What follows belongs to an exercise in optimizing a design on an open flow for small area; a production flow would make more cautious choices. Where RTL was checked, it was by simulation tests only, not by an equivalence proof against the original. No functional check of the RTL was part of runs 4 and 5. No run shown here takes its clock network from TritonCTS; it comes from the design's own scripts or RTL. No driver is modelled on the clock port, so clock power and skew are understated where the tree is cut down; a real chip needs a root buffer or a tree. Power is estimated from default activity; no workload was simulated.

## design.v

```verilog
module KEY_INPUT(
	input  logic            clk,
	input  logic            rst_n,
	input  logic            KEY0,
	input  logic            KEY3,
	input  logic            KEY4,
	input  logic            SW1,
	input  logic            SW2,
	input  logic            SW3,
	input  logic            SW4,
	output logic [3:0][5:0] aq,    
	output logic [3:0]      ar,
	output logic [5:0]      dq,
	output logic            dr);
	localparam logic [1:0] NONE = 2'd0, UP = 2'd2, DOWN = 2'd3, PRESET = 2'd1;
	logic [3:0][1:0] op;
	logic [3:0]      f;
	logic [3:0][5:0] bq;
	logic [3:0]      br;
	logic [3:0][1:0] dl;
	always_comb
		for (int j = 0; j < 4; j++) begin
			aq[j] = (dl[j] == PRESET) ? ((j == 2) ? 6'd33 : 6'd3) : bq[j];
			ar[j] = (dl[j] == PRESET) | br[j];
		end
	logic [3:0] sel;
	assign sel[0] = rst_n & SW1 & ~SW2 & ~SW3 & ~SW4;
	assign sel[1] = rst_n & ~SW1 & SW2 & ~SW3 & ~SW4;
	assign sel[2] = rst_n & ~SW1 & ~SW2 & SW3 & ~SW4;
	assign sel[3] = rst_n & ~SW1 & ~SW2 & ~SW3 & SW4;
	wire any = |sel;
	wire keys_up = KEY0 & KEY3 & KEY4;
	logic [5:0] sbq, sq;
	logic       sbr, sr, sf;
	logic [1:0] sop, sdl;
	always_comb begin
		sbq = '0; sbr = 1'b0; sq = '0; sr = 1'b0; sop = '0; sdl = '0; sf = 1'b0;
		for (int j = 0; j < 4; j++)
			if (sel[j]) begin
				sbq = sbq | bq[j];
				sbr = sbr | br[j];
				sq  = sq  | aq[j];
				sr  = sr  | ar[j];
				sop = sop | op[j];
				sdl = sdl | dl[j];
				sf  = sf  | f[j];
			end
	end
	wire [5:0] presetq = sel[2] ? 6'd33 : 6'd3;    
	wire pend = (sop != NONE);
	wire commit = keys_up & pend;
	wire [5:0] vq = (sdl == UP) ? sbq - 6'd1 : (sdl == DOWN) ? sbq + 6'd1 : sbq;
	wire [5:0] nq = (sop == DOWN) ? sq - 6'd1 : sq + 6'd1;
	logic [1:0] nop;
	always_comb begin
		if (keys_up)
			nop = NONE;
		else if (pend)
			nop = sop;
		else if (!KEY0)
			nop = ({1'b0, sq} + {6'd0, sr} <= 7'd59) ? UP : NONE;
		else if (!KEY3)
			nop = (sq != 6'd0) ? DOWN : NONE;
		else
			nop = (sq == presetq && sr) ? NONE : PRESET;
	end
	wire       wb_en = commit | sf;
	wire [6:0] wb = (commit && sop != PRESET) ? {nq, sr} : {sq, sr};
	wire [1:0] wdl = commit ? sop : NONE;
	wire [1:0] wop = nop & {2{rst_n}};
	wire       wf = ~commit;
	always_ff @(posedge clk)
		for (int j = 0; j < 4; j++) begin
			if (!rst_n || (sel[j] && wb_en)) begin
				{bq[j], br[j]} <= wb;
				dl[j] <= wdl;
			end
			if (!rst_n || sel[j]) begin
				op[j] <= wop;
				f[j] <= wf;
			end
		end
	always_ff @(posedge clk)
		if (!rst_n || any)
			{dq, dr} <= {vq, sbr};
endmodule
module PWM_SERVO_CONTROL (
	input  logic            clk,
	input  logic            rst_n,
	input  logic            nextangle,
	input  logic [3:0][5:0] pq,
	input  logic [3:0]      pr,
	output logic [3:0]      servo);
	logic [9:0]  n;
	logic [10:0] m;
	logic        on;    
	wire frame_end = m[10] & m[7] & m[5] & m[4] & m[3] & m[2] & n[6] & n[5] & n[2];
	wire n_end = n[9] & n[8] & n[5] & n[4] & n[3];
	always_ff @(posedge clk) begin
		if (!rst_n) begin
			n <= '0;
			m <= '0;
		end else if (frame_end) begin
			n <= '0;
			m <= '0;
		end else if (n_end) begin
			n <= '0;
			m <= m + 11'd1;
		end else
			n <= n + 10'd1;
	end
	wire big = (m[10:6] >= 5'd18);
	wire mid = (m[10:6] == 5'd17);
	wire t0 = (n > 10'd425);
	wire t1 = (n > 10'd150);
	logic [3:0] hit;
	always_comb
		for (int j = 0; j < 4; j++)
			hit[j] = big | (mid & (({1'b0, pq[j]} + {1'b0, m[5:0]} + {6'd0, pr[j] ? t1 : t0}) >= 7'd64));
	always_ff @(posedge clk) begin
		if (!rst_n) begin
			on <= 1'b0;
			servo <= '0;
		end else begin
			on <= on | nextangle;
			servo <= on ? hit : 4'b0;
		end
	end
endmodule
module ANGLE_DECODE(
	input  logic [5:0]  q,
	input  logic        r,
	output logic [11:0] bcd);
	logic [2:0] qt;
	logic [3:0] qo;
	logic [4:0] lo;    
	logic [1:0] c;
	logic [3:0] ones;
	logic [4:0] hi;    
	always_comb begin
		qt = 3'(q / 6'd10);
		qo = 4'(q % 6'd10);
		lo = 5'(qo) * 5'd3 + 5'(r);
		c = (lo >= 5'd20) ? 2'd2 : (lo >= 5'd10) ? 2'd1 : 2'd0;
		ones = 4'(lo - 5'(c) * 5'd10);
		hi = 5'(qt) * 5'd3 + 5'(c);
		bcd = {3'b0, hi >= 5'd10, 4'(hi >= 5'd10 ? hi - 5'd10 : hi), ones};
	end
endmodule
module LED_7seg(
	 input [11:0] Data_in,
	 input clk,
	 output [6:0] seg_H, seg_M, seg_L
);
reg [6:0] SevenSeg_H;
reg [6:0] SevenSeg_M;
reg [6:0] SevenSeg_L;
always @(*)
begin
	case(Data_in[3:0])
	 4'h0: SevenSeg_L = 7'b0000001;		 
    4'h1: SevenSeg_L = 7'b1001111;		 
    4'h2: SevenSeg_L = 7'b0010010;		 
    4'h3: SevenSeg_L = 7'b0000110;		 
    4'h4: SevenSeg_L = 7'b1001100;		 
    4'h5: SevenSeg_L = 7'b0100100;		 
    4'h6: SevenSeg_L = 7'b0100000;		 
    4'h7: SevenSeg_L = 7'b0001111;		 
    4'h8: SevenSeg_L = 7'b0000000;		 
    4'h9: SevenSeg_L = 7'b0001100;		 
	 4'ha: SevenSeg_L = 7'b0001000;		 
	 4'hb: SevenSeg_L = 7'b1100000;		 
	 4'hc: SevenSeg_L = 7'b0110001;		 
	 4'hd: SevenSeg_L = 7'b1000010;		 
	 4'he: SevenSeg_L = 7'b0110000;		 
	 4'hf: SevenSeg_L = 7'b0111000;		 
	endcase
	case(Data_in[7:4])
	 4'h0: SevenSeg_M = 7'b0000001;		 
    4'h1: SevenSeg_M = 7'b1001111;		 
    4'h2: SevenSeg_M = 7'b0010010;		 
    4'h3: SevenSeg_M = 7'b0000110;		 
    4'h4: SevenSeg_M = 7'b1001100;		 
    4'h5: SevenSeg_M = 7'b0100100;		 
    4'h6: SevenSeg_M = 7'b0100000;		 
    4'h7: SevenSeg_M = 7'b0001111;		 
    4'h8: SevenSeg_M = 7'b0000000;		 
    4'h9: SevenSeg_M = 7'b0001100;		 
	 4'ha: SevenSeg_M = 7'b0001000;		 
	 4'hb: SevenSeg_M = 7'b1100000;		 
	 4'hc: SevenSeg_M = 7'b0110001;		 
	 4'hd: SevenSeg_M = 7'b1000010;		 
	 4'he: SevenSeg_M = 7'b0110000;		 
	 4'hf: SevenSeg_M = 7'b0111000;		 
	 endcase
	 case(Data_in[11:8])
	 4'h0: SevenSeg_H = 7'b0000001;		 
    4'h1: SevenSeg_H = 7'b1001111;		 
    4'h2: SevenSeg_H = 7'b0010010;		 
    4'h3: SevenSeg_H = 7'b0000110;		 
    4'h4: SevenSeg_H = 7'b1001100;		 
    4'h5: SevenSeg_H = 7'b0100100;		 
    4'h6: SevenSeg_H = 7'b0100000;		 
    4'h7: SevenSeg_H = 7'b0001111;		 
    4'h8: SevenSeg_H = 7'b0000000;		 
    4'h9: SevenSeg_H = 7'b0001100;		 
	 4'ha: SevenSeg_H = 7'b0001000;		 
	 4'hb: SevenSeg_H = 7'b1100000;		 
	 4'hc: SevenSeg_H = 7'b0110001;		 
	 4'hd: SevenSeg_H = 7'b1000010;		 
	 4'he: SevenSeg_H = 7'b0110000;		 
	 4'hf: SevenSeg_H = 7'b0111000;		 
	endcase
end
assign {seg_H[0],seg_H[1],seg_H[2],seg_H[3],seg_H[4],seg_H[5],seg_H[6]} = SevenSeg_H;
assign {seg_M[0],seg_M[1],seg_M[2],seg_M[3],seg_M[4],seg_M[5],seg_M[6]} = SevenSeg_M;
assign {seg_L[0],seg_L[1],seg_L[2],seg_L[3],seg_L[4],seg_L[5],seg_L[6]} = SevenSeg_L;
endmodule
module servo_ctrl_top (
	input  logic       clk,
	input  logic       rst_n,
	input  logic       KEY0,
	input  logic       KEY3,
	input  logic       KEY4,
	input  logic       SW0,
	input  logic       SW1,
	input  logic       SW2,
	input  logic       SW3,
	input  logic       SW4,
	output logic       servo1,
	output logic       servo2,
	output logic       servo3,
	output logic       servo4,
	output logic [6:0] seg_H,
	output logic [6:0] seg_M,
	output logic [6:0] seg_L);
	logic [3:0][5:0] aq;    
	logic [3:0]      ar;
	logic [3:0][5:0] pq;    
	logic [3:0]      pr;
	logic [5:0]      dq;    
	logic            dr;
	KEY_INPUT KEY_INPUT (
		.clk(clk), .rst_n(rst_n), .KEY0(KEY0), .KEY3(KEY3), .KEY4(KEY4),
		.SW1(SW1), .SW2(SW2), .SW3(SW3), .SW4(SW4),
		.aq(aq), .ar(ar), .dq(dq), .dr(dr));
	always_ff @(posedge clk)
		if (SW0) begin
			pq <= aq;
			pr <= ar;
		end
	PWM_SERVO_CONTROL PWM_SERVO_CONTROL (
		.clk(clk), .rst_n(rst_n), .nextangle(SW0), .pq(pq), .pr(pr),
		.servo({servo4, servo3, servo2, servo1}));
	logic [11:0] bcd;
	ANGLE_DECODE ANGLE_DECODE (.q(dq), .r(dr), .bcd(bcd));
	LED_7seg LED_7seg (
		.Data_in(bcd), .clk(clk),
		.seg_H(seg_H), .seg_M(seg_M), .seg_L(seg_L));
endmodule
```

## flow/run.sh

```bash
#!/bin/bash
# Own layout flow: the standard synthesis, its combinational logic re-mapped
# with a stronger ABC script (registers untouched), then the standard ORFS
# layout with smaller port buffers and a small hand-built clock tree.  Each tool logs to its own file.
set -euo pipefail
HERE=$(pwd)
RES=$HERE/orfs/results/sky130hd/servo_ctrl_top/base
LIB=$FLOW_HOME/platforms/sky130hd/lib/sky130_fd_sc_hd__tt_025C_1v80.lib

# 1. standard synthesis, unchanged
bash standard.sh synth > synth_std.log 2>&1
cp $RES/1_2_yosys.v $HERE/std_synth.v

# 2. re-map the combinational logic: ABC's deepsyn from four random seeds in
# parallel; the smallest result is kept
mkdir -p $HERE/resyn
python3 flow/libfuncs.py $LIB > $HERE/resyn/comb_cells.v
python3 flow/ffstubs.py $LIB > $HERE/resyn/ff_stubs.v
DU=$(grep -o -- "-dont_use [A-Za-z0-9_]*" orfs/logs/sky130hd/servo_ctrl_top/base/1_2_yosys.log | sort -u | tr '\n' ' ')
for S in 0 1 2 3; do
  sed "s/@SEED@/$S/" flow/resyn.abc > $HERE/resyn/seed$S.abc
  RESYN_DIR=$HERE/resyn RESYN_IN=$HERE/std_synth.v RESYN_OUT=$HERE/resyn/resyn$S.v \
    RESYN_TOP=$FLOW_TOP RESYN_ABC=$HERE/resyn/seed$S.abc RESYN_LIB=$LIB RESYN_DONT_USE="$DU" \
    timeout 900 yosys -c flow/resyn.tcl > resyn$S.log 2>&1 &
done
wait || true
BEST=""
BEST_AREA=""
for S in 0 1 2 3; do
  if [[ -s $HERE/resyn/resyn$S.v && -s $HERE/resyn/resyn$S.v.stat ]]; then
    A=$(grep "Chip area" $HERE/resyn/resyn$S.v.stat | awk '{print $NF}')
    echo "seed $S: area $A" >> resyn.log
    if [[ -z "$BEST" ]] || awk "BEGIN{exit !($A < $BEST_AREA)}"; then BEST=$S; BEST_AREA=$A; fi
  fi
done
if [[ -n "$BEST" ]]; then
  echo "using seed $BEST" >> resyn.log
  cp $HERE/resyn/resyn$BEST.v $RES/1_2_yosys.v
  rm -f $RES/1_synth.odb $RES/1_synth.sdc
else
  echo "resynthesis failed, keeping the standard netlist" >> resyn.log
fi

# 3. layout; the clock tree is built by flow/clock_tree.tcl (a PRE_CTS hook):
# a root buffer on the clock port drives eight clock buffers, each driving
# the registers of one region of the placement
export MANUAL_CTS_NET=clk MANUAL_CTS_GROUPS=8 \
  MANUAL_CTS_BUF=sky130_fd_sc_hd__clkbuf_8 MANUAL_CTS_ROOT=sky130_fd_sc_hd__clkbuf_4
bash standard.sh \
  "BUFFER_PORTS_ARGS=-buffer_cell sky130_fd_sc_hd__buf_1" \
  "PRE_CTS_TCL=$HERE/flow/clock_tree.tcl" \
  finish > layout.log 2>&1
```

## flow/clock_tree.tcl

```tcl
# PRE_CTS hook: hand-built clock tree.  The clock port drives a few clock
# buffers directly; each drives the registers of one region of the placement
# (recursive bisection).
proc split_groups { pts n axis } {
  if { $n <= 1 || [llength $pts] < 2 } { return [list $pts] }
  set idx [expr { $axis == "x" ? 0 : 1 }]
  set s [lsort -integer -index $idx $pts]
  set half [expr { [llength $s] / 2 }]
  set next [expr { $axis == "x" ? "y" : "x" }]
  set a [split_groups [lrange $s 0 [expr { $half - 1 }]] [expr { $n / 2 }] $next]
  set b [split_groups [lrange $s $half end] [expr { $n / 2 }] $next]
  return [concat $a $b]
}

set block [ord::get_db_block]
set clk_net [$block findNet $::env(MANUAL_CTS_NET)]
set master [[ord::get_db] findMaster $::env(MANUAL_CTS_BUF)]
set pts {}
foreach it [$clk_net getITerms] {
  if { [$it isInputSignal] } {
    set inst [$it getInst]
    set loc [$inst getLocation]
    lappend pts [list [lindex $loc 0] [lindex $loc 1] $it]
  }
}
puts "manual CTS: [llength $pts] clock sinks"
# optional root buffer between the port and the group buffers
set drv_net $clk_net
if { [info exists ::env(MANUAL_CTS_ROOT)] && $::env(MANUAL_CTS_ROOT) != "" } {
  set root [odb::dbInst_create $block [[ord::get_db] findMaster $::env(MANUAL_CTS_ROOT)] "clkbuf_man_root"]
  set drv_net [odb::dbNet_create $block "clknet_man_root"]
  $drv_net setSigType CLOCK
  [$root findITerm A] connect $clk_net
  [$root findITerm X] connect $drv_net
  set sx 0
  set sy 0
  foreach p $pts { incr sx [lindex $p 0]; incr sy [lindex $p 1] }
  $root setLocation [expr { $sx / [llength $pts] }] [expr { $sy / [llength $pts] }]
  $root setPlacementStatus PLACED
}
set i 0
foreach g [split_groups $pts $::env(MANUAL_CTS_GROUPS) x] {
  set buf [odb::dbInst_create $block $master "clkbuf_man_$i"]
  set net [odb::dbNet_create $block "clknet_man_$i"]
  $net setSigType CLOCK
  [$buf findITerm A] connect $drv_net
  [$buf findITerm X] connect $net
  set sx 0
  set sy 0
  foreach p $g {
    set it [lindex $p 2]
    $it disconnect
    $it connect $net
    incr sx [lindex $p 0]
    incr sy [lindex $p 1]
  }
  set n [llength $g]
  $buf setLocation [expr { $sx / $n }] [expr { $sy / $n }]
  $buf setPlacementStatus PLACED
  puts "manual CTS: clkbuf_man_$i drives $n sinks"
  incr i
}
$clk_net setSigType CLOCK
set_propagated_clock [all_clocks]

# the tree is built: make the CTS command that cts.tcl runs next a no-op
rename clock_tree_synthesis orfs_clock_tree_synthesis
proc clock_tree_synthesis { args } {
  puts "clock_tree_synthesis skipped: clock tree built by flow/clock_tree.tcl"
}
```

## flow/ffstubs.py

```python
#!/usr/bin/env python3
# Writes blackbox stubs for the sequential cells of a liberty file.
import re, sys
lib = open(sys.argv[1]).read()
out = []
for m in re.finditer(r'\n\s*cell\s*\(\s*"?(\w+)"?\s*\)\s*\{', lib):
    name = m.group(1)
    i = m.end(); depth = 1
    while depth:
        c = lib[i]
        if c == '{': depth += 1
        elif c == '}': depth -= 1
        i += 1
    body = lib[m.end():i]
    if not re.search(r'\b(ff|latch|statetable)\s*\(', body):
        continue
    pins = [p for p in re.findall(r'\n\s*pin\s*\(\s*"?(\w+)"?\s*\)\s*\{[^{}]*?direction\s*:\s*"?(\w+)"?', body) if p[1] in ("input","output")]
    seen=set(); pins=[p for p in pins if not (p[0] in seen or seen.add(p[0]))]
    ports = ", ".join(p[0] for p in pins)
    s = [f"(* blackbox *)\nmodule {name}({ports});"]
    for p, d in pins: s.append(f"  {d} {p};")
    s.append("endmodule")
    out.append("\n".join(s))
print("\n\n".join(out))
```

## flow/libfuncs.py

```python
#!/usr/bin/env python3
# Writes Verilog modules for the combinational cells of a liberty file,
# from each output pin's function.
import re, sys
lib = open(sys.argv[1]).read()
out = []
pos = 0
for m in re.finditer(r'\n\s*cell\s*\(\s*"?(\w+)"?\s*\)\s*\{', lib):
    name = m.group(1)
    # find the cell body by brace matching
    i = m.end(); depth = 1
    while depth:
        c = lib[i]
        if c == '{': depth += 1
        elif c == '}': depth -= 1
        i += 1
    body = lib[m.end():i]
    if re.search(r'\b(ff|latch|statetable)\s*\(', body):
        continue
    pins = []
    for pm in re.finditer(r'\n\s*pin\s*\(\s*"?(\w+)"?\s*\)\s*\{', body):
        j = pm.end(); d = 1
        while d:
            c = body[j]
            if c == '{': d += 1
            elif c == '}': d -= 1
            j += 1
        pb = body[pm.end():j]
        dm = re.search(r'direction\s*:\s*"?(\w+)"?', pb)
        fm = re.search(r'\bfunction\s*:\s*"([^"]*)"', pb)
        pins.append((pm.group(1), dm.group(1) if dm else None, fm.group(1) if fm else None))
    if not pins: continue
    outs = [p for p in pins if p[1] == 'output']
    if not outs or any(p[2] is None for p in outs): continue
    ins = [p for p in pins if p[1] == 'input']
    def conv(f):
        f = f.replace('!', '~').replace('*', '&').replace('+', '|')
        # juxtaposition (space) means AND in liberty
        f = re.sub(r'(\w|\))\s+(?=[\w(~])', r'\1 & ', f)
        return f
    ports = ", ".join([p[0] for p in ins] + [p[0] for p in outs])
    s = [f"module {name}({ports});"]
    for p in ins: s.append(f"  input {p[0]};")
    for p in outs: s.append(f"  output {p[0]};")
    for p in outs: s.append(f"  assign {p[0]} = {conv(p[2])};")
    s.append("endmodule")
    out.append("\n".join(s))
print("\n\n".join(out))
```

## flow/resyn.abc

```
strash
&get -n
&deepsyn -T 60 -S @SEED@
&dch -f
&nf -R 1000
&put
```

## flow/resyn.tcl

```tcl
# Re-maps the combinational logic of the standard synthesis netlist with a
# stronger ABC script.  Flip-flop cells are kept as they are (blackboxes), so
# the registers keep their names and cell types.
yosys read_verilog $::env(RESYN_DIR)/comb_cells.v
yosys read_verilog $::env(RESYN_DIR)/ff_stubs.v
yosys read_verilog $::env(RESYN_IN)
yosys hierarchy -top $::env(RESYN_TOP)
yosys flatten
# plain names for the combinational nets (ABC mishandles escaped names
# with brackets); ports and register outputs keep theirs
yosys select -set keepw t:*df* %x:+\[Q\] t:*df* %d
yosys select -set hidew w:* i:* o:* %u %d @keepw %d
yosys rename -hide @hidew
# drop the cell models, so that the mapped cells are library cells again
yosys hierarchy -top $::env(RESYN_TOP)
yosys opt_clean -purge
yosys techmap
yosys opt -fast
yosys abc -script $::env(RESYN_ABC) -liberty $::env(RESYN_LIB) {*}$::env(RESYN_DONT_USE)
yosys read_liberty -lib -nooverwrite $::env(RESYN_LIB)
yosys opt_clean -purge
yosys hilomap -singleton -hicell sky130_fd_sc_hd__conb_1 HI -locell sky130_fd_sc_hd__conb_1 LO

yosys splitnets
yosys opt_clean -purge
yosys rename -hide w:*\$*
yosys check -assert -mapped
yosys tee -o $::env(RESYN_OUT).stat stat -liberty $::env(RESYN_LIB)
yosys write_verilog -noattr -nohex -nodec $::env(RESYN_OUT)
```

## standard.sh

```bash
#!/bin/bash
# synth_recipe.tcl (not shown) runs the flow's synth.tcl, then flattens the netlist and writes it again
# the make line also repeats each setting of config.mk as NAME=value (left out here)
make -C /OpenROAD-flow-scripts/flow DESIGN_CONFIG=/design/flow/config.mk WORK_HOME=/design/flow/orfs CLKGATE_MAP_FILE= SYNTH_SCRIPT=/design/flow/synth_recipe.tcl "${@:-finish}"
```

## config.mk

```make
export PLATFORM = sky130hd
export DESIGN_NAME = servo_ctrl_top
export DESIGN_NICKNAME = servo_ctrl_top
export VERILOG_FILES = /design/flow/design.v
export SDC_FILE = /design/flow/constraint.sdc
export NUM_CORES = 4
export LEC_CHECK = 0
export ABC_AREA = 1
export CAP_MARGIN = 0
export CORE_MARGIN = 2
export CORE_UTILIZATION = 65
export GPL_TIMING_DRIVEN = 0
export SLEW_MARGIN = 0
```

## constraint.sdc

```tcl
create_clock -name core_clock -period 20.0 [get_ports {clk}]
set_input_delay 4.0000 -clock core_clock [delete_from_list [all_inputs] [get_ports {clk}]]
set_output_delay 4.0000 -clock core_clock [all_outputs]
set_load 0.01 [all_outputs]
```

==> impl_metrics.csv, run 1 <==
group,metric,value,unit
cts,post_cts_resize_count,0,
global_route,grt_overflow_total,0,
setup_path,worstPathArrival,3.69,ns
flow_run,drv_cap,0,
placed_design,dp_slack,12.03,ns
setup_path,crit_top_cell,"nand2_1",
setup_path,crit_required,16.00,ns
setup_path,worstSetupStartpointType,"register",
floorplan,num_rows,32,
finish,multi_input_area,2000,µm²
routing,first_pass_iters,5,
finish,nFillCells,570,
placed_design,io_buffers,31,
global_route,grt_pass1_vias,3439,
pwr,powerDensity,77.1,nW/µm²
global_route,grt_max_degree,30,
floorplan,start_util,66.0,%
pwr,ir_drop,0.0637,mV
cts,cts_hold_buf,0,
run_status,outcome,"no timing/DRC/antenna violations",
setup_path,end_kind,"output port",
setup_path,crit_type,"register to output port",
pwr,p_leak,1.86,nW
routing,finalWirelength,10.0,mm
placed_design,post-dp-hpwl,7.52,mm
routing,drt-vias-per-instance,6.09,
finish,layout_common_cells,"edfxtp_1, nand2_1, nor2_1",
floorplan,die-area,8450,µm²
setup_path,crit_slowest_cell,"a211oi_1",
routing,met3_length,528,µm
timing,slew_viol_final,0,
logic_synthesis,syn-cell-area,5020,µm²
routing,drt_iter0_drc,202,
setup_path,path_max_fanout,7,
setup_path,cpLargestDelayFamily,"compound AO/OA/AOI/OAI gates",
cts,clk_pin_slew,0.09,ns
global_route,grt_pass1_wl,16.5,mm
timing,finalHoldViolations,0,
setup_path,crit_chain,"clkinv_1 -> nor2_1 -> nor2b_1 -> a211oi_1 -> nor3_1 -> a21oi_1 -> nand2_1 -> nand2_1 -> o21ai_0 -> a31oi_1 -> nand2_1 -> nor2_1 -> buf_1",
timing,tightestPinTransition,1.03,ns
timing,clock-skew-final,0.0143,ns
floorplan,die_w,91.9,µm
finish,diodes,0,
timing,rsz0062_at_grt,"false",
routing,drc,0,
finish,finalNetCount,509,
global_route,grt_antenna_before_repair,0,
finish,final_common_cell,"edfxtp_1",
finish,regArea,3010,µm²
placed_design,place_congestion,0.853,
routing,highest_layer,"met4",
timing,finalCritPeriodShare,38.4,%
logic_synthesis,synth_warnings,5,
timing,fin_crit,7.69,ns
finish,synthToLayoutAreaGrowth,8.57,%
routing,wl_met1,4.29,mm
timing,maxSlewHeadroom,31.6,%
routing,wl_per_cell,16.7,µm
logic_synthesis,netlist_instances,451,
global_route,grtUsageTotal,24.1,%
routing,met2WireLength,5.02,mm
floorplan,fp.coreArea,7610,µm²
cts,insertion_delay,0.46,ns
logic_synthesis,synth_area_per_cell,11.1,µm²
timing,fin_ws,12.31,ns
timing,finalSetupViolations,0,
floorplan,io_pins,35,
timing,fin_tns_setup,0,ns
setup_path,slowest_delay,0.70,ns
floorplan,die_h,91.9,µm
finish,drive_gt1_share,3.82,%
routing,ant_nets,0,
timing,fmax,130,MHz
setup_path,critical_path_buf_inv_count,2,
routing,vias,3645,
worst_hold_path,hold_class,"register to register",
cts,post-cts-setup-buffer-count,0,
[worst register-to-register path: cells and delay by family (launching register included)]
family / cells / cell delay (ns)
AOI/OAI and AO/OA: 1 / 0.51
and+or+nand+nor: 8 / 1.52
DFF: 1 / 0.39
xor gates and xnor gates: 2 / 0.41
[routing by layer]
metal  global-route usage, %  vias up
met5                       0        -
met4                    4.73        0
met3                    2.30       21
met2                    43.3      125
met1                    32.4     1695
li1                        -     1804
[metrics by stage]
stage / cell area, µm² / instances / hold WS [ns] / power (mW) / util (%)
6_report: 5450 / 599 / 0.483 / 0.421 / 71.7
4_1_cts: 5450 / 598 / 0.487 / 0.422 / 71.6
5_1_grt: 5450 / 599 / 0.494 / 0.440 / 71.7
2_1_floorplan: 5030 / 452 / 0.433 / 0.306 / -
3_3_place_gp: 5270 / 585 / 0.443 / 0.323 / 69.3
3_5_place_dp: 5330 / 589 / 0.467 / 0.325 / 70.1
[registers in the layout, summed over array words and instances, names as in the netlist]
register,cells
KEY_INPUT.br,4
pr,4
KEY_INPUT.dl,8
KEY_INPUT.bq,24
KEY_INPUT.op,8
PWM_SERVO_CONTROL.on,1
KEY_INPUT.f,4
PWM_SERVO_CONTROL.n,10
PWM_SERVO_CONTROL.m,11
pq,24
KEY_INPUT.dq,6
KEY_INPUT.dr,1
PWM_SERVO_CONTROL.servo,4
[power by group]
part	internal [mW]	total [mW]	switching (mW)
Clock	0.0378	0.100	0.0627
Sequential	0.256	0.264	0.00755
Combinational	0.0195	0.0564	0.0369
[area by class of cell]
cell class,count,area share [%]
multi-input cells,332,36.6
well taps,102,2.34
inverters,11,0.757
plain buffers,9,2.16
flip-flops and latches,109,55.2
repair buffers,36,2.87
[worst paths after layout]
kind | cells past startpoint | endpoint | start | slack, ns
hold reg to reg | 1 | PWM_SERVO_CONTROL.n[0] | PWM_SERVO_CONTROL.n[0] | 0.48
setup reg to reg | 11 | KEY_INPUT.bq[23] | KEY_INPUT.dl[0] | 16.98
setup / recovery | 13 | seg_M[2] | KEY_INPUT.dq[2] | 12.31
hold / removal | 1 | PWM_SERVO_CONTROL.n[0] | PWM_SERVO_CONTROL.n[0] | 0.48
==> run 2: changes to the inputs <==
==> flow/run.sh (replaced) <==
#!/bin/bash
# Own layout flow: the standard synthesis, its combinational logic re-mapped
# with a stronger ABC script (registers untouched), then the standard ORFS
# layout with smaller port buffers and a small hand-built clock tree.  Each tool logs to its own file.
set -euo pipefail
HERE=$(pwd)
RES=$HERE/orfs/results/sky130hd/servo_ctrl_top/base
LIB=$FLOW_HOME/platforms/sky130hd/lib/sky130_fd_sc_hd__tt_025C_1v80.lib

# 1. standard synthesis, unchanged
bash standard.sh synth > synth_std.log 2>&1
cp $RES/1_2_yosys.v $HERE/std_synth.v

# 2. re-map the combinational logic: ABC's deepsyn from eight random seeds,
# four at a time; the smallest result is kept
mkdir -p $HERE/resyn
python3 flow/libfuncs.py $LIB > $HERE/resyn/comb_cells.v
python3 flow/ffstubs.py $LIB > $HERE/resyn/ff_stubs.v
DU=$(grep -o -- "-dont_use [A-Za-z0-9_]*" orfs/logs/sky130hd/servo_ctrl_top/base/1_2_yosys.log | sort -u | tr '\n' ' ')
for BATCH in "0 1 2 3" "4 5 6 7"; do
  for S in $BATCH; do
    sed "s/@SEED@/$S/" flow/resyn.abc > $HERE/resyn/seed$S.abc
    RESYN_DIR=$HERE/resyn RESYN_IN=$HERE/std_synth.v RESYN_OUT=$HERE/resyn/resyn$S.v \
      RESYN_TOP=$FLOW_TOP RESYN_ABC=$HERE/resyn/seed$S.abc RESYN_LIB=$LIB RESYN_DONT_USE="$DU" \
      timeout 900 yosys -c flow/resyn.tcl > resyn$S.log 2>&1 &
  done
  wait || true
done
BEST=""
BEST_AREA=""
for S in 0 1 2 3 4 5 6 7; do
  if [[ -s $HERE/resyn/resyn$S.v && -s $HERE/resyn/resyn$S.v.stat ]]; then
    A=$(grep "Chip area" $HERE/resyn/resyn$S.v.stat | awk '{print $NF}')
    echo "seed $S: area $A" >> resyn.log
    if [[ -z "$BEST" ]] || awk "BEGIN{exit !($A < $BEST_AREA)}"; then BEST=$S; BEST_AREA=$A; fi
  fi
done
if [[ -n "$BEST" ]]; then
  echo "using seed $BEST" >> resyn.log
  cp $HERE/resyn/resyn$BEST.v $RES/1_2_yosys.v
  rm -f $RES/1_synth.odb $RES/1_synth.sdc
else
  echo "resynthesis failed, keeping the standard netlist" >> resyn.log
fi

# 3. layout; the clock tree is built by flow/clock_tree.tcl (a PRE_CTS hook):
# the clock port drives four clock buffers, each driving the registers of one
# quarter of the placement
export MANUAL_CTS_NET=clk MANUAL_CTS_GROUPS=4 \
  MANUAL_CTS_BUF=sky130_fd_sc_hd__clkbuf_16 MANUAL_CTS_ROOT=
bash standard.sh \
  "BUFFER_PORTS_ARGS=-buffer_cell sky130_fd_sc_hd__buf_1" \
  "PRE_CTS_TCL=$HERE/flow/clock_tree.tcl" \
  finish > layout.log 2>&1
==> run 2 against run 1 <==
Effect of this change:
- still clean on timing, DRC and antenna
- first-iteration DRC count grew 15%
- design area shrank 0.32%
- wire length shrank 1.0%
- hold slack gained 0.0021 ns
- global-route usage shrank 0.32 points
- die area is the same
- core utilization shrank 0.23 points
- clock power shrank 11%
- critical endpoint is now KEY_INPUT.bq[0]
- largest cell class unchanged
==> impl_metrics.csv, run 2 <==
group,metric,value,unit
floorplan,start_util,66.0,%
finish,diodes,0,
cts,post-cts-setup-buffer-count,0,
floorplan,die_h,91.9,µm
pwr,p_leak,1.84,nW
flow_run,drv_cap,0,
setup_path,r2r-start,"KEY_INPUT.dl[0]",
timing,tightestPinTransition,1.02,ns
cts,cts_hold_buf,0,
global_route,grt_pass1_wl,16.3,mm
logic_synthesis,synth_warnings,5,
finish,synthToLayoutAreaGrowth,8.22,%
placed_design,io_buffers,31,
timing,finalCritPeriodShare,39.0,%
timing,holdWs,0.486,ns
setup_path,crit_required,19.79,ns
routing,wl_per_cell,16.7,µm
cts,clk_pin_slew,0.10,ns
finish,layout_common_cells,"edfxtp_1, nand2_1, nor2_1",
global_route,grt_pass1_vias,3389,
timing,slew_viol_final,0,
placed_design,place_congestion,0.853,
finish,final_common_cell,"edfxtp_1",
run_status,outcome,"no timing/DRC/antenna violations",
routing,drt_iter0_drc,233,
cts,insertion_delay,0.16,ns
setup_path,startpoint,"rst_n",
routing,finalWirelength,9.92,mm
routing,drc,0,
routing,ant_nets,0,
finish,finalNetCount,504,
setup_path,end_kind,"register",
timing,fin_crit,7.80,ns
timing,fin_tns_setup,0,ns
floorplan,die-area,8450,µm²
global_route,grt_max_degree,30,
logic_synthesis,synth_area_per_cell,11.1,µm²
global_route,grt_overflow_total,0,
global_route,grtUsageTotal,23.8,%
setup_path,path_max_fanout,14,
placed_design,post-dp-hpwl,7.52,mm
placed_design,place_inst,589,
floorplan,num_rows,32,
setup_path,crit_type,"primary input to register",
logic_synthesis,syn-cell-area,5020,µm²
setup_path,r2r_setup_slack,17.00,ns
setup_path,worstPathArrival,7.59,ns
setup_path,endpoint,"KEY_INPUT.bq[0]",
routing,first_pass_iters,5,
pwr,ir_drop,0.0691,mV
floorplan,io_pins,35,
finish,final_cells,594,
timing,fin_ws,12.20,ns
timing,fmax,128,MHz
timing,maxSlewHeadroom,32.1,%
floorplan,fp.coreArea,7610,µm²
placed_design,dp_slack,12.03,ns
setup_path,rr_worst_depth,11,
routing,vias,3582,
worst_hold_path,hold_class,"register to register",
floorplan,die_w,91.9,µm
setup_path,reg2reg_to,"KEY_INPUT.bq[11]",
routing,drt-vias-per-instance,6.03,
timing,rsz0062_at_grt,"false",
timing,finalSetupViolations,0,
setup_path,worstSetupStartpointType,"primary input",
finish,drive_gt1_share,2.85,%
cts,post_cts_resize_count,0,
timing,finalHoldViolations,0,
pwr,powerDensity,75.2,nW/µm²
timing,clock-skew-final,0.00718,ns
logic_synthesis,netlist_instances,451,
global_route,grt_antenna_before_repair,0,
==> run 2: area by class of cell <==
class | count | area [µm²]
Multi-Input combinational cell | 332 | 2000
Buffer | 4 | 100
Timing Repair Buffer | 36 | 156
Sequential cell | 109 | 3010
Inverter | 11 | 41.3
Fill cell | 574 | 2170
Tap cell | 102 | 128
==> run 2: stage by stage <==
step                      power, mW  util (%)  instance area [µm²]
after detailed placement      0.325      70.1                 5330
after floorplan               0.306         -                 5030
final                         0.409      71.5                 5440
after global placement        0.323      69.3                 5270
after global routing          0.426      71.5                 5440
after CTS                     0.410      71.4                 5430
==> run 2: layer usage <==
| layer | up-vias | track usage (%) | routed length [µm] |
|---|---|---|---|
| met5 | - | 0 | 0 |
| met4 | 0 | 4.73 | 224 |
| met3 | 19 | 1.23 | 397 |
| met2 | 100 | 43.0 | 4960 |
| met1 | 1673 | 32.4 | 4340 |
| li1 | 1790 | - | - |
==> run 2: how the worst min path moves through the flow <==
stage / from / to / cells past startpoint
2_1_floorplan: PWM_SERVO_CONTROL.n[0] / PWM_SERVO_CONTROL.n[0] / 1
3_3_place_gp: PWM_SERVO_CONTROL.n[0] / PWM_SERVO_CONTROL.n[0] / 1
3_5_place_dp: PWM_SERVO_CONTROL.n[0] / PWM_SERVO_CONTROL.n[0] / 1
4_1_cts: PWM_SERVO_CONTROL.n[0] / PWM_SERVO_CONTROL.n[0] / 1
5_1_grt: PWM_SERVO_CONTROL.n[0] / PWM_SERVO_CONTROL.n[0] / 1
6_report: PWM_SERVO_CONTROL.n[0] / PWM_SERVO_CONTROL.n[0] / 1
==> run 2: critical path, cell delays in order <==
cell and delay, ns:
buf_1 0.52, nand2b_1 0.26, nor4b_2 0.71, a222oi_1 0.24
a21boi_0 0.24, nor2_1 0.39, nor2_1 0.18, and4_1 0.25
a21oi_1 0.79
==> run 2: report_power, final <==
part / internal (mW) / leakage (nW) / total [mW] / switching, mW
clock: 0.0369 / 0.0493 / 0.0886 / 0.0517
sequential: 0.256 / 1.03 / 0.264 / 0.00758
combinational: 0.0195 / 0.770 / 0.0565 / 0.0370
==> run 3: changes to the inputs <==
--- a/design.v
+++ b/design.v
@@ -30,23 +30,23 @@
 	assign sel[3] = rst_n & ~SW1 & ~SW2 & ~SW3 & SW4;
 	wire any = |sel;
 	wire keys_up = KEY0 & KEY3 & KEY4;
-	logic [5:0] sbq, sq;
-	logic       sbr, sr, sf;
+	logic [5:0] sbq;
+	logic       sbr, sf;
 	logic [1:0] sop, sdl;
 	always_comb begin
-		sbq = '0; sbr = 1'b0; sq = '0; sr = 1'b0; sop = '0; sdl = '0; sf = 1'b0;
+		sbq = '0; sbr = 1'b0; sop = '0; sdl = '0; sf = 1'b0;
 		for (int j = 0; j < 4; j++)
 			if (sel[j]) begin
 				sbq = sbq | bq[j];
 				sbr = sbr | br[j];
-				sq  = sq  | aq[j];
-				sr  = sr  | ar[j];
 				sop = sop | op[j];
 				sdl = sdl | dl[j];
 				sf  = sf  | f[j];
 			end
 	end
 	wire [5:0] presetq = sel[2] ? 6'd33 : 6'd3;    
+	wire [5:0] sq = (sdl == PRESET) ? presetq : sbq;
+	wire       sr = (sdl == PRESET) | sbr;
 	wire pend = (sop != NONE);
 	wire commit = keys_up & pend;
 	wire [5:0] vq = (sdl == UP) ? sbq - 6'd1 : (sdl == DOWN) ? sbq + 6'd1 : sbq;
==> run 3 against run 2 <==
Effect of this change:
- sequential share of layout area increased by 1.2 points
- largest cell class unchanged
- still clean on timing, DRC and antenna
- power is 0.18% higher
- critical endpoint is now KEY_INPUT.bq[2]
- maximum frequency down 2.7%
- highest routed layer unchanged
- combinational power up 2%
- flip-flop and latch count is the same
- die area shrank 1.6%
- core utilization increased by 1.5 points
==> impl_metrics.csv, run 3 <==
group,metric,value,unit
setup_path,reg2reg_to,"KEY_INPUT.bq[2]",
routing,vias,3544,
finish,layout_common_cells,"edfxtp_1, nand2_1, nor2_1",
timing,clock-skew-final,0.00984,ns
routing,drt-vias-per-instance,6.10,
worst_hold_path,hold_class,"register to register",
worst_hold_path,hold_end,"PWM_SERVO_CONTROL.n[0]",
cts,insertion_delay,0.16,ns
logic_synthesis,syn-cell-area,4940,µm²
setup_path,end_kind,"register",
worst_hold_path,hold_depth,1,
setup_path,r2r-start,"KEY_INPUT.op[5]",
floorplan,start_util,67.8,%
finish,final_cells,581,
timing,finalHoldViolations,0,
floorplan,num_rows,31,
finish,synthToLayoutAreaGrowth,7.65,%
global_route,grt_overflow_total,0,
pwr,p_leak,1.86,nW
global_route,grt_antenna_before_repair,0,
routing,finalWirelength,9.94,mm
routing,first_pass_iters,6,
floorplan,die-area,8310,µm²
pwr,powerDensity,77.0,nW/µm²
setup_path,path_max_fanout,18,
finish,drive_gt1_share,2.07,%
timing,maxSlewHeadroom,27.8,%
timing,fin_crit,8.01,ns
cts,post-cts-setup-buffer-count,0,
floorplan,die_w,91.2,µm
pwr,ir_drop,0.0657,mV
global_route,grt_pass1_vias,3344,
timing,slew_viol_final,0,
setup_path,rr_worst_depth,6,
routing,wl_per_cell,17.1,µm
setup_path,crit_required,19.79,ns
routing,drt_iter0_drc,308,
placed_design,post-dp-hpwl,7.34,mm
global_route,grt_pass1_wl,16.1,mm
setup_path,startpoint,"rst_n",
pwr,combinationalPowerShare,14.0,%
timing,fmax,125,MHz
cts,cts_hold_buf,0,
run_status,outcome,"no timing/DRC/antenna violations",
finish,finalNetCount,494,
pwr,p_switching,0.0965,mW
worst_hold_path,worstHoldStart,"PWM_SERVO_CONTROL.n[0]",
floorplan,fp.coreArea,7290,µm²
timing,finalSetupViolations,0,
cts,post_cts_resize_count,0,
setup_path,crit_top_cell,"nor2_1",
finish,final_common_cell,"edfxtp_1",
setup_path,r2r_setup_slack,17.17,ns
logic_synthesis,synth_area_per_cell,11.1,µm²
routing,drc,0,
timing,fin_ws,11.99,ns
logic_synthesis,netlist_instances,444,
placed_design,dp_slack,11.88,ns
flow_run,drv_cap,0,
pwr,sw_frac_of_total,23.6,%
timing,holdWs,0.478,ns
setup_path,crit_slowest_cell,"a21oi_1",
setup_path,crit_chain,"buf_1 -> nand2b_1 -> nor4b_2 -> a222oi_1 -> a21boi_0 -> nor2_1 -> nor2_1 -> and4_1 -> a21oi_1",
timing,tightestPinTransition,1.08,ns
finish,diodes,0,
global_route,grt_max_degree,30,
setup_path,worstSetupStartpointType,"primary input",
pwr,intPower,0.313,mW
placed_design,place_congestion,0.848,
pwr,seq_power_share,64.4,%
routing,ant_nets,0,
setup_path,crit_type,"primary input to register",
timing,fin_tns_setup,0,ns
pwr,pwr-share-clk,21.5,%
setup_path,slowest_delay,0.84,ns
timing,finalCritPeriodShare,40.1,%
floorplan,io_pins,35,
placed_design,io_buffers,31,
logic_synthesis,synth_warnings,5,
cts,clk_pin_slew,0.09,ns
global_route,grtUsageTotal,23.8,%
timing,rsz0062_at_grt,"false",
setup_path,worstPathArrival,7.80,ns
floorplan,die_h,91.2,µm
placed_design,place_inst,577,
-- run 3: cell types whose count changed in the layout (fill, tap and decap cells not counted), moves of 4 or more --
cell,change
a222oi_1,+8
a22o_1,-7
a22oi_1,-8
and2_0,+5
clkinv_1,-7
nand2_1,+8
nand3_1,+6
nor2_1,+6
o221ai_1,-4
o22a_1,+4
xnor2_1,-5
xor2_1,+4
-- run 3: how the worst max path moves through the flow --
| stage | endpoint |
|---|---|
| global route | KEY_INPUT.bq[0] |
| global placement | KEY_INPUT.bq[5] |
| finish | KEY_INPUT.bq[2] |
| detailed placement | KEY_INPUT.bq[4] |
| floorplan | KEY_INPUT.bq[18] |
| CTS | KEY_INPUT.bq[0] |
-- run 3: through the flow --
| step | cell area, µm² | util [%] | total power, mW |
|---|---|---|---|
| global placement | 5180 | 71.1 | 0.323 |
| detailed placement | 5210 | 71.5 | 0.326 |
| CTS | 5310 | 72.9 | 0.410 |
| global route | 5320 | 72.9 | 0.424 |
| finish | 5320 | 72.9 | 0.410 |
| floorplan | 4940 | - | 0.306 |
-- run 3: critical path: cells and delay by family --
family	cells	cell delay, ns
AOI/OAI and AO/OA	3	1.31
buffers and inverters	1	0.63
and+or+nand+nor	5	1.84
-- run 3: final cells by class --
class	count	area [µm²]
Fill cell	557	1970
Multi-Input combinational cell	332	1930
Tap cell	99	124
Inverter	4	15.0
Sequential cell	109	3010
Buffer	4	100
Timing Repair Buffer	33	133
-- run 3: layer usage --
| layer | vias up | wire length (µm) | GRT usage [%] | part of all wire [%] |
|---|---|---|---|---|
| met5 | - | 0 | 0 | 0 |
| met4 | 0 | 61 | 2.53 | 0.61 |
| met3 | 5 | 433 | 1.41 | 4.4 |
| met2 | 112 | 5030 | 42.8 | 51 |
| met1 | 1678 | 4420 | 33.5 | 44 |
| li1 | 1749 | - | - | - |
-- run 3: power by group through the flow --
stage	clock (mW)	combinational, mW	sequential (mW)
floorplan	0	0.0394	0.266
global placement	0	0.0550	0.268
detailed placement	0	0.0573	0.269
CTS	0.0884	0.0574	0.264
global route	0.0942	0.0643	0.265
finish	0.0882	0.0575	0.264
==> run 4: changes to the inputs <==
--- a/design.v
+++ b/design.v
@@ -12,7 +12,7 @@
 	output logic [3:0]      ar,
 	output logic [5:0]      dq,
 	output logic            dr);
-	localparam logic [1:0] NONE = 2'd0, UP = 2'd2, DOWN = 2'd3, PRESET = 2'd1;
+	localparam logic [1:0] NONE = 2'd0, UP = 2'd3, DOWN = 2'd1, PRESET = 2'd2;
 	logic [3:0][1:0] op;
 	logic [3:0]      f;
 	logic [3:0][5:0] bq;
--- a/flow/run.sh
+++ b/flow/run.sh
@@ -11,13 +11,13 @@
 bash standard.sh synth > synth_std.log 2>&1
 cp $RES/1_2_yosys.v $HERE/std_synth.v
 
-# 2. re-map the combinational logic: ABC's deepsyn from eight random seeds,
+# 2. re-map the combinational logic: ABC's deepsyn from twelve random seeds,
 # four at a time; the smallest result is kept
 mkdir -p $HERE/resyn
 python3 flow/libfuncs.py $LIB > $HERE/resyn/comb_cells.v
 python3 flow/ffstubs.py $LIB > $HERE/resyn/ff_stubs.v
 DU=$(grep -o -- "-dont_use [A-Za-z0-9_]*" orfs/logs/sky130hd/servo_ctrl_top/base/1_2_yosys.log | sort -u | tr '\n' ' ')
-for BATCH in "0 1 2 3" "4 5 6 7"; do
+for BATCH in "0 1 2 3" "4 5 6 7" "8 9 10 11"; do
   for S in $BATCH; do
     sed "s/@SEED@/$S/" flow/resyn.abc > $HERE/resyn/seed$S.abc
     RESYN_DIR=$HERE/resyn RESYN_IN=$HERE/std_synth.v RESYN_OUT=$HERE/resyn/resyn$S.v \
@@ -28,7 +28,7 @@
 done
 BEST=""
 BEST_AREA=""
-for S in 0 1 2 3 4 5 6 7; do
+for S in 0 1 2 3 4 5 6 7 8 9 10 11; do
   if [[ -s $HERE/resyn/resyn$S.v && -s $HERE/resyn/resyn$S.v.stat ]]; then
     A=$(grep "Chip area" $HERE/resyn/resyn$S.v.stat | awk '{print $NF}')
     echo "seed $S: area $A" >> resyn.log
--- a/config.mk
+++ b/config.mk
@@ -8,6 +8,6 @@
 export ABC_AREA = 1
 export CAP_MARGIN = 0
 export CORE_MARGIN = 2
-export CORE_UTILIZATION = 65
+export CORE_UTILIZATION = 70
 export GPL_TIMING_DRIVEN = 0
 export SLEW_MARGIN = 0
==> run 4 against run 3 <==
Effect of this change:
- global-route usage up 2.4 points
- design area down 0.16%
- critical path depth up 1
- still clean on timing, DRC and antenna
==> impl_metrics.csv, run 4 <==
group,metric,value,unit
global_route,grt_overflow_total,0,
routing,vias,3637,
logic_synthesis,synth_warnings,5,
setup_path,endpoint,"KEY_INPUT.bq[1]",
placed_design,place_congestion,0.904,
floorplan,die_w,88.2,µm
cts,post_cts_resize_count,0,
timing,clock-skew-final,0.0113,ns
setup_path,crit_required,19.78,ns
flow_run,drv_cap,0,
floorplan,die-area,7780,µm²
timing,tightestPinTransition,1.21,ns
cts,insertion_delay,0.16,ns
global_route,grt_max_degree,30,
floorplan,io_pins,35,
finish,drive_gt1_share,1.25,%
timing,fin_crit,8.36,ns
finish,layout_common_cells,"edfxtp_1, nand2_1, a21oi_1",
setup_path,end_kind,"register",
placed_design,place_inst,573,
finish,synthToLayoutAreaGrowth,6.98,%
logic_synthesis,syn-cell-area,4960,µm²
floorplan,fp.coreArea,6830,µm²
pwr,ir_drop,0.0810,mV
setup_path,worstSetupStartpointType,"primary input",
timing,slew_viol_final,0,
setup_path,crit_chain,"buf_1 -> nor2b_1 -> nor2b_1 -> nand2_1 -> nor2_1 -> a222oi_1 -> a21oi_1 -> nor2_1 -> and4_1 -> a21oi_1",
timing,finalSetupViolations,0,
finish,final_common_cell,"edfxtp_1",
routing,finalWirelength,9.99,mm
setup_path,slowest_delay,0.86,ns
floorplan,num_rows,30,
routing,wl_per_cell,17.3,µm
pwr,p_leak,1.82,nW
finish,nFillCells,445,
worst_hold_path,hold_class,"register to register",
finish,final_cells,577,
placed_design,dp_slack,11.55,ns
routing,drc,0,
setup_path,reg2reg_to,"KEY_INPUT.bq[5]",
setup_path,r2r-start,"KEY_INPUT.dl[7]",
setup_path,path_max_fanout,15,
setup_path,r2r_setup_slack,16.95,ns
timing,fmax,120,MHz
global_route,grtUsageTotal,26.2,%
routing,drt_iter0_drc,246,
timing,fin_tns_setup,0,ns
logic_synthesis,synth_area_per_cell,11.2,µm²
global_route,grt_pass1_vias,3367,
routing,first_pass_iters,6,
timing,maxSlewHeadroom,19.3,%
timing,finalCritPeriodShare,41.8,%
finish,multi_input_area,1910,µm²
floorplan,start_util,72.7,%
finish,diodes,0,
routing,drt-vias-per-instance,6.30,
placed_design,io_buffers,31,
placed_design,place_area,5200,µm²
global_route,grt_pass1_wl,16.0,mm
finish,finalNetCount,493,
setup_path,worstPathArrival,8.15,ns
placed_design,post-dp-hpwl,7.25,mm
timing,rsz0062_at_grt,"false",
cts,post-cts-setup-buffer-count,0,
finish,regArea,3010,µm²
pwr,powerDensity,75.9,nW/µm²
cts,clk_pin_slew,0.10,ns
global_route,grt_antenna_before_repair,0,
finish,final_area,5310,µm²
run_status,outcome,"no timing/DRC/antenna violations",
routing,ant_nets,0,
logic_synthesis,netlist_instances,445,
floorplan,die_h,88.2,µm
timing,finalHoldViolations,0,
setup_path,startpoint,"rst_n",
timing,fin_ws,11.64,ns
cts,cts_hold_buf,0,
setup_path,crit_slowest_cell,"a21oi_1",
setup_path,rr_worst_depth,9,
setup_path,crit_type,"primary input to register",
==> run 4: worst min-delay path by stage <==
stage,from,to,slack [ns],cells after the start
floorplan,PWM_SERVO_CONTROL.on,PWM_SERVO_CONTROL.on,0.42,1
global route,PWM_SERVO_CONTROL.n[0],PWM_SERVO_CONTROL.n[0],0.49,1
global placement,PWM_SERVO_CONTROL.on,PWM_SERVO_CONTROL.on,0.44,1
detailed placement,PWM_SERVO_CONTROL.on,PWM_SERVO_CONTROL.on,0.44,1
finish,PWM_SERVO_CONTROL.on,PWM_SERVO_CONTROL.on,0.47,1
CTS,PWM_SERVO_CONTROL.on,PWM_SERVO_CONTROL.on,0.47,1
==> run 4: per-layer routing <==
layer | global-route usage (%) | wire length, µm | part of all wire, %
met5 | 0 | 0 | 0
met4 | 5.65 | 163 | 1.6
met3 | 1.70 | 633 | 6.3
met2 | 46.6 | 5190 | 52
met1 | 35.9 | 4000 | 40
==> run 4: final cells by class <==
class | count | area share [%]
Buffer | 4 | 1.89
Inverter | 12 | 0.848
Multi-Input combinational cell | 325 | 36.1
Sequential cell | 109 | 56.7
Tap cell | 96 | 2.26
Timing Repair Buffer | 31 | 2.21
==> run 4: worst max-delay path, delay by kind of cell <==
kind,cells,cell delay [ns]
buf+inv,1,0.53
compound gates,3,1.77
simple gates,6,1.84
==> run 4: per-stage QoR <==
| step | hold WS, ns | util, % | total power [mW] |
|---|---|---|---|
| detailed placement | 0.444 | 76.2 | 0.319 |
| floorplan | 0.421 | - | 0.301 |
| global route | 0.495 | 77.7 | 0.418 |
| global placement | 0.442 | 76.2 | 0.316 |
| CTS | 0.469 | 77.6 | 0.402 |
| finish | 0.471 | 77.7 | 0.403 |
==> run 4: report_power, final <==
group          internal (mW)  switching (mW)
Sequential             0.256         0.00667
Combinational         0.0171          0.0342
Clock                 0.0369          0.0517
==> run 5: changes to the inputs <==
--- a/design.v
+++ b/design.v
@@ -12,7 +12,7 @@
 	output logic [3:0]      ar,
 	output logic [5:0]      dq,
 	output logic            dr);
-	localparam logic [1:0] NONE = 2'd0, UP = 2'd3, DOWN = 2'd1, PRESET = 2'd2;
+	localparam logic [1:0] NONE = 2'd0, UP = 2'd1, DOWN = 2'd2, PRESET = 2'd3;
 	logic [3:0][1:0] op;
 	logic [3:0]      f;
 	logic [3:0][5:0] bq;
==> run 5 against run 4 <==
Effect of this change:
- die area is essentially flat
- combinational power grew 12%
- sequential share of layout area shrank 0.31 points
- global-route usage shrank 0.47 points
- synthesized cell count grew 1.6%
- first-iteration DRC count shrank 20%
- maximum frequency shrank 1.3%
- wire length grew 0.99%
- flip-flop and latch count is the same
- sequential power is essentially flat
- critical path type unchanged
- largest cell class unchanged
- largest power group unchanged
- highest routed layer unchanged
==> impl_metrics.csv, run 5 <==
group,metric,value,unit
routing,finalWirelength,10.1,mm
placed_design,post-dp-hpwl,7.25,mm
global_route,grt_pass1_vias,3444,
finish,final_common_cell,"edfxtp_1",
timing,fin_crit,8.47,ns
floorplan,die-area,7780,µm²
pwr,pwr-share-clk,22.0,%
placed_design,io_buffers,31,
pwr,powerDensity,77.2,nW/µm²
routing,drt_iter0_drc,198,
pwr,seq_power_share,64.1,%
setup_path,slowest_delay,0.84,ns
finish,synthToLayoutAreaGrowth,7.51,%
setup_path,crit_chain,"buf_1 -> nand2b_1 -> nor4b_2 -> buf_6 -> a222oi_1 -> a21oi_1 -> nor2_1 -> a21o_1 -> nor2_1 -> nand2_1 -> nor3_1 -> nor3_1 -> a311oi_1",
logic_synthesis,syn-cell-area,4970,µm²
routing,drc,0,
cts,post_cts_resize_count,0,
timing,fin_tns_setup,0,ns
routing,vias,3674,
routing,met2WireLength,5.11,mm
pwr,p_leak,1.88,nW
finish,layout_common_cells,"edfxtp_1, nand2_1, nor2_1",
floorplan,io_pins,35,
pwr,finalPower,0.412,mW
floorplan,start_util,72.7,%
timing,slew_viol_final,0,
pwr,sw_frac_of_total,23.8,%
routing,drt-vias-per-instance,6.27,
setup_path,crit_slowest_cell,"nor4b_2",
timing,finalHoldViolations,0,
pwr,combinationalPowerShare,13.9,%
worst_hold_path,hold_class,"register to register",
setup_path,path_max_fanout,17,
placed_design,dp_slack,11.50,ns
timing,finalSetupViolations,0,
global_route,grt_antenna_before_repair,0,
global_route,grt_overflow_total,0,
placed_design,place_area,5240,µm²
cts,clk_pin_slew,0.10,ns
pwr,intPower,0.314,mW
pwr,ir_drop,0.0807,mV
global_route,grt_pass1_wl,15.8,mm
timing,finalCritPeriodShare,42.4,%
routing,wl_per_cell,17.2,µm
setup_path,worstPathArrival,8.36,ns
finish,diodes,0,
run_status,outcome,"no timing/DRC/antenna violations",
setup_path,crit_required,19.89,ns
cts,insertion_delay,0.17,ns
cts,post-cts-setup-buffer-count,0,
routing,ant_nets,0,
finish,final_cells,586,
cts,cts_hold_buf,0,
finish,final_area,5340,µm²
placed_design,place_congestion,0.942,
floorplan,num_rows,30,
floorplan,die_w,88.2,µm
routing,wl_met1,4.14,mm
global_route,grt_max_degree,30,
logic_synthesis,synth_area_per_cell,11.0,µm²
timing,rsz0062_at_grt,"false",
setup_path,worstSetupStartpointType,"primary input",
timing,maxSlewHeadroom,17.7,%
flow_run,drv_cap,0,
timing,fmax,118,MHz
logic_synthesis,synth_warnings,5,
setup_path,end_kind,"register",
timing,tightestPinTransition,1.22,ns
placed_design,place_inst,582,
pwr,p_switching,0.0983,mW
timing,clock-skew-final,0.0130,ns
finish,drive_gt1_share,1.84,%
setup_path,crit_type,"primary input to register",
floorplan,die_h,88.2,µm
routing,highest_layer,"met4",
global_route,grtUsageTotal,25.7,%
floorplan,fp.coreArea,6830,µm²
routing,met3_length,566,µm
timing,fin_ws,11.53,ns
finish,finalNetCount,502,
routing,first_pass_iters,6,
logic_synthesis,netlist_instances,452,
## run 5: layout make-up
| class | count | area [µm²] |
|---|---|---|
| Buffer | 4 | 100 |
| Fill cell | 452 | 1490 |
| Inverter | 6 | 22.5 |
| Multi-Input combinational cell | 338 | 1950 |
| Sequential cell | 109 | 3010 |
| Tap cell | 96 | 120 |
| Timing Repair Buffer | 33 | 136 |
## run 5: through the flow
step                util (%)  hold slack, ns
floorplan                  -           0.434
global placement        76.2           0.448
detailed placement      76.7           0.465
CTS                     78.1           0.488
global route            78.2           0.513
finish                  78.2           0.483
## run 5: final timing paths
kind,from,to,slack (ns),depth (start not counted)
setup / recovery,rst_n,KEY_INPUT.bq[11],11.53,13
hold / removal,PWM_SERVO_CONTROL.n[0],PWM_SERVO_CONTROL.n[0],0.48,1
setup reg to reg,KEY_INPUT.op[4],KEY_INPUT.bq[11],16.85,8
hold reg to reg,PWM_SERVO_CONTROL.n[0],PWM_SERVO_CONTROL.n[0],0.48,1
## run 5: metal layers
metal  vias up  track usage (%)
met5         -                0
met2       138             46.5
met1      1726             33.1
li1       1780                -
met3        30             2.52
met4         0             7.99
## run 5: worst max-delay path, delay by kind of cell
kind / cells / cell delay, ns
and+or+nand+nor: 7 / 2.20
buffers and inverters: 2 / 0.80
AOI/OAI and AO/OA: 4 / 1.35
## run 5: power by group through the flow
stage / logic (mW) / clock network [mW] / registers [mW]
floorplan: 0.0393 / 0 / 0.267
global placement: 0.0545 / 0 / 0.269
detailed placement: 0.0565 / 0 / 0.269
CTS: 0.0569 / 0.0893 / 0.264
global route: 0.0639 / 0.0956 / 0.266
finish: 0.0572 / 0.0905 / 0.264
==> run 6: changes to the inputs <==
--- a/design.v
+++ b/design.v
@@ -12,7 +12,7 @@
 	output logic [3:0]      ar,
 	output logic [5:0]      dq,
 	output logic            dr);
-	localparam logic [1:0] NONE = 2'd0, UP = 2'd1, DOWN = 2'd2, PRESET = 2'd3;
+	localparam logic [1:0] NONE = 2'd0, UP = 2'd2, DOWN = 2'd3, PRESET = 2'd1;
 	logic [3:0][1:0] op;
 	logic [3:0]      f;
 	logic [3:0][5:0] bq;
==> run 6 against run 5 <==
Effect of this change:
- core utilization up 0.063 points
- power down 0.51%
- synthesized cell count down 1.8%
- register-to-register slack better by 0.23 ns
- worst setup slack better by 0.24 ns
- via count down 1.3%
- sequential power about the same
- clock power down 2.4%
- largest cell class unchanged
- highest routed layer unchanged
==> impl_metrics.csv, run 6 <==
group,metric,value,unit
timing,tightestPinTransition,1.30,ns
timing,clock-skew-final,0.00631,ns
global_route,grt_overflow_total,0,
global_route,grt_pass1_vias,3445,
timing,holdWs,0.479,ns
finish,synthToLayoutAreaGrowth,7.55,%
routing,first_pass_iters,5,
floorplan,fp.coreArea,6790,µm²
global_route,grt_antenna_before_repair,0,
setup_path,worstSetupStartpointType,"primary input",
logic_synthesis,netlist_instances,444,
cts,cts_hold_buf,0,
routing,wl_per_cell,17.3,µm
routing,vias,3628,
routing,drt_iter0_drc,249,
finish,multi_input_area,1930,µm²
floorplan,die-area,7750,µm²
finish,final_common_cell,"edfxtp_1",
cts,insertion_delay,0.16,ns
finish,layout_common_cells,"edfxtp_1, nand2_1, nor2_1",
routing,drt-vias-per-instance,6.28,
timing,fmax,121,MHz
timing,maxSlewHeadroom,12.3,%
finish,diodes,0,
finish,final_area,5310,µm²
pwr,powerDensity,77.1,nW/µm²
finish,nFillCells,437,
timing,finalHoldViolations,0,
setup_path,worstPathArrival,8.02,ns
finish,regArea,3010,µm²
worst_hold_path,hold_class,"register to register",
timing,fin_crit,8.23,ns
setup_path,crit_required,19.78,ns
pwr,ir_drop,0.0768,mV
routing,finalWirelength,9.98,mm
timing,slew_viol_final,0,
floorplan,start_util,72.7,%
flow_run,drv_cap,0,
placed_design,post-dp-hpwl,7.25,mm
placed_design,place_congestion,0.905,
global_route,grt_pass1_wl,16.2,mm
finish,finalNetCount,494,
floorplan,num_rows,30,
logic_synthesis,synth_warnings,5,
placed_design,place_area,5210,µm²
placed_design,io_buffers,31,
floorplan,io_pins,35,
floorplan,die_h,88.0,µm
cts,clk_pin_slew,0.10,ns
routing,ant_nets,0,
routing,drc,0,
timing,rsz0062_at_grt,"false",
global_route,grt_max_degree,30,
timing,fin_tns_setup,0,ns
run_status,outcome,"no timing/DRC/antenna violations",
floorplan,die_w,88.0,µm
setup_path,path_max_fanout,18,
logic_synthesis,synth_area_per_cell,11.1,µm²
timing,finalSetupViolations,0,
pwr,p_leak,1.86,nW
global_route,grtUsageTotal,26.5,%
setup_path,end_kind,"register",
finish,drive_gt1_share,1.87,%
logic_synthesis,syn-cell-area,4940,µm²
timing,finalCritPeriodShare,41.2,%
cts,post-cts-setup-buffer-count,0,
setup_path,crit_type,"primary input to register",
cts,post_cts_resize_count,0,
[run 6: cell types whose count changed in the layout (fill, tap and decap cells not counted), sizes merged, moves of 5 or more]
cell	delta
a21oi	-6
and3	-5
nand2	-5
nand3	+7
nor2	+6
nor3	-5
[run 6: final timing paths]
| check | startpoint | cells after the start | end | slack (ns) |
|---|---|---|---|---|
| min reg2reg | PWM_SERVO_CONTROL.n[0] | 1 | PWM_SERVO_CONTROL.n[0] | 0.48 |
| min | PWM_SERVO_CONTROL.n[0] | 1 | PWM_SERVO_CONTROL.n[0] | 0.48 |
| max | rst_n | 9 | KEY_INPUT.br[3] | 11.77 |
| max reg2reg | KEY_INPUT.op[7] | 6 | KEY_INPUT.br[3] | 17.08 |
[run 6: power by group]
| group | total [mW] | leakage, nW | internal (mW) | switching (mW) |
|---|---|---|---|---|
| sequential | 0.264 | 1.02 | 0.257 | 0.00719 |
| clock | 0.0883 | 0.0493 | 0.0369 | 0.0515 |
| combinational | 0.0578 | 0.784 | 0.0198 | 0.0380 |
| total | 0.410 | 1.86 | 0.313 | 0.0967 |
[run 6: final cells by class]
| class | instances | share of cell area, % |
|---|---|---|
| inverters | 4 | 0.283 |
| plain buffers | 4 | 1.88 |
| repair buffers | 33 | 2.57 |
| well taps | 96 | 2.26 |
| multi-input cells | 332 | 36.3 |
| flip-flops and latches | 109 | 56.7 |
[run 6: worst max-delay path, cell delays in order]
cell,delay [ns]
buf_1,0.61
nand2b_1,0.22
nor4b_2,0.80
a222oi_1,0.27
a21boi_0,0.23
nor2_1,0.53
nor2_1,0.23
and4_1,0.28
a21oi_1,0.85
[run 6: per-stage QoR]
stage	cells	setup WS (ns)	power (mW)	utilization, %
after floorplan	445	12.43	0.306	-
after global placement	572	10.05	0.323	76.3
after detailed placement	574	11.63	0.326	76.7
after CTS	578	11.80	0.409	78.2
after global routing	578	11.43	0.424	78.2
final	578	11.77	0.410	78.2
[run 6: layer usage]
metal	track usage (%)	share of wire [%]	vias up
met5	0	0	-
met4	6.34	2.1	0
met3	1.89	5.9	21
met2	49.7	52	128
met1	33.7	40	1726
li1	-	-	1753

## afterwards: timing with drivers on the ports
No port has a modelled driver above. Below, the same layouts with a new extraction and two added sets of constraints.
Step 1: set_driving_cell puts a clkbuf_16 on clk and a buf_2 on each other input, an assumption about the parent block.
Step 2, shift: input delay + t, output delay - t, t = (earliest + latest rising clock arrival at the registers) / 2. This alone moves slack from input paths to output paths.
Three values: no drivers, after step 1, after step 2; two values: the first two.
run | shift t [ns] | slack for setup (ns) | slew at the worst register clock pin (ns)
run 1 | 0.483 | 12.312 / 12.285 / 12.044 | 0.09 / 0.09
run 2 | 0.237 | 12.202 / 12.255 / 12.017 | 0.10 / 0.10
run 3 | 0.239 | 11.989 / 12.043 / 11.804 | 0.10 / 0.10
run 4 | 0.236 | 11.638 / 11.694 / 11.457 | 0.10 / 0.10
run 5 | 0.238 | 11.530 / 11.583 / 11.345 | 0.10 / 0.10
run 6 | 0.240 | 11.767 / 11.826 / 11.586 | 0.10 / 0.10
After both steps setup and hold are still met in every run listed. The setup slack of run 1, which loses most, moves by -0.027 ns with the drivers and by -0.268 ns with both steps.
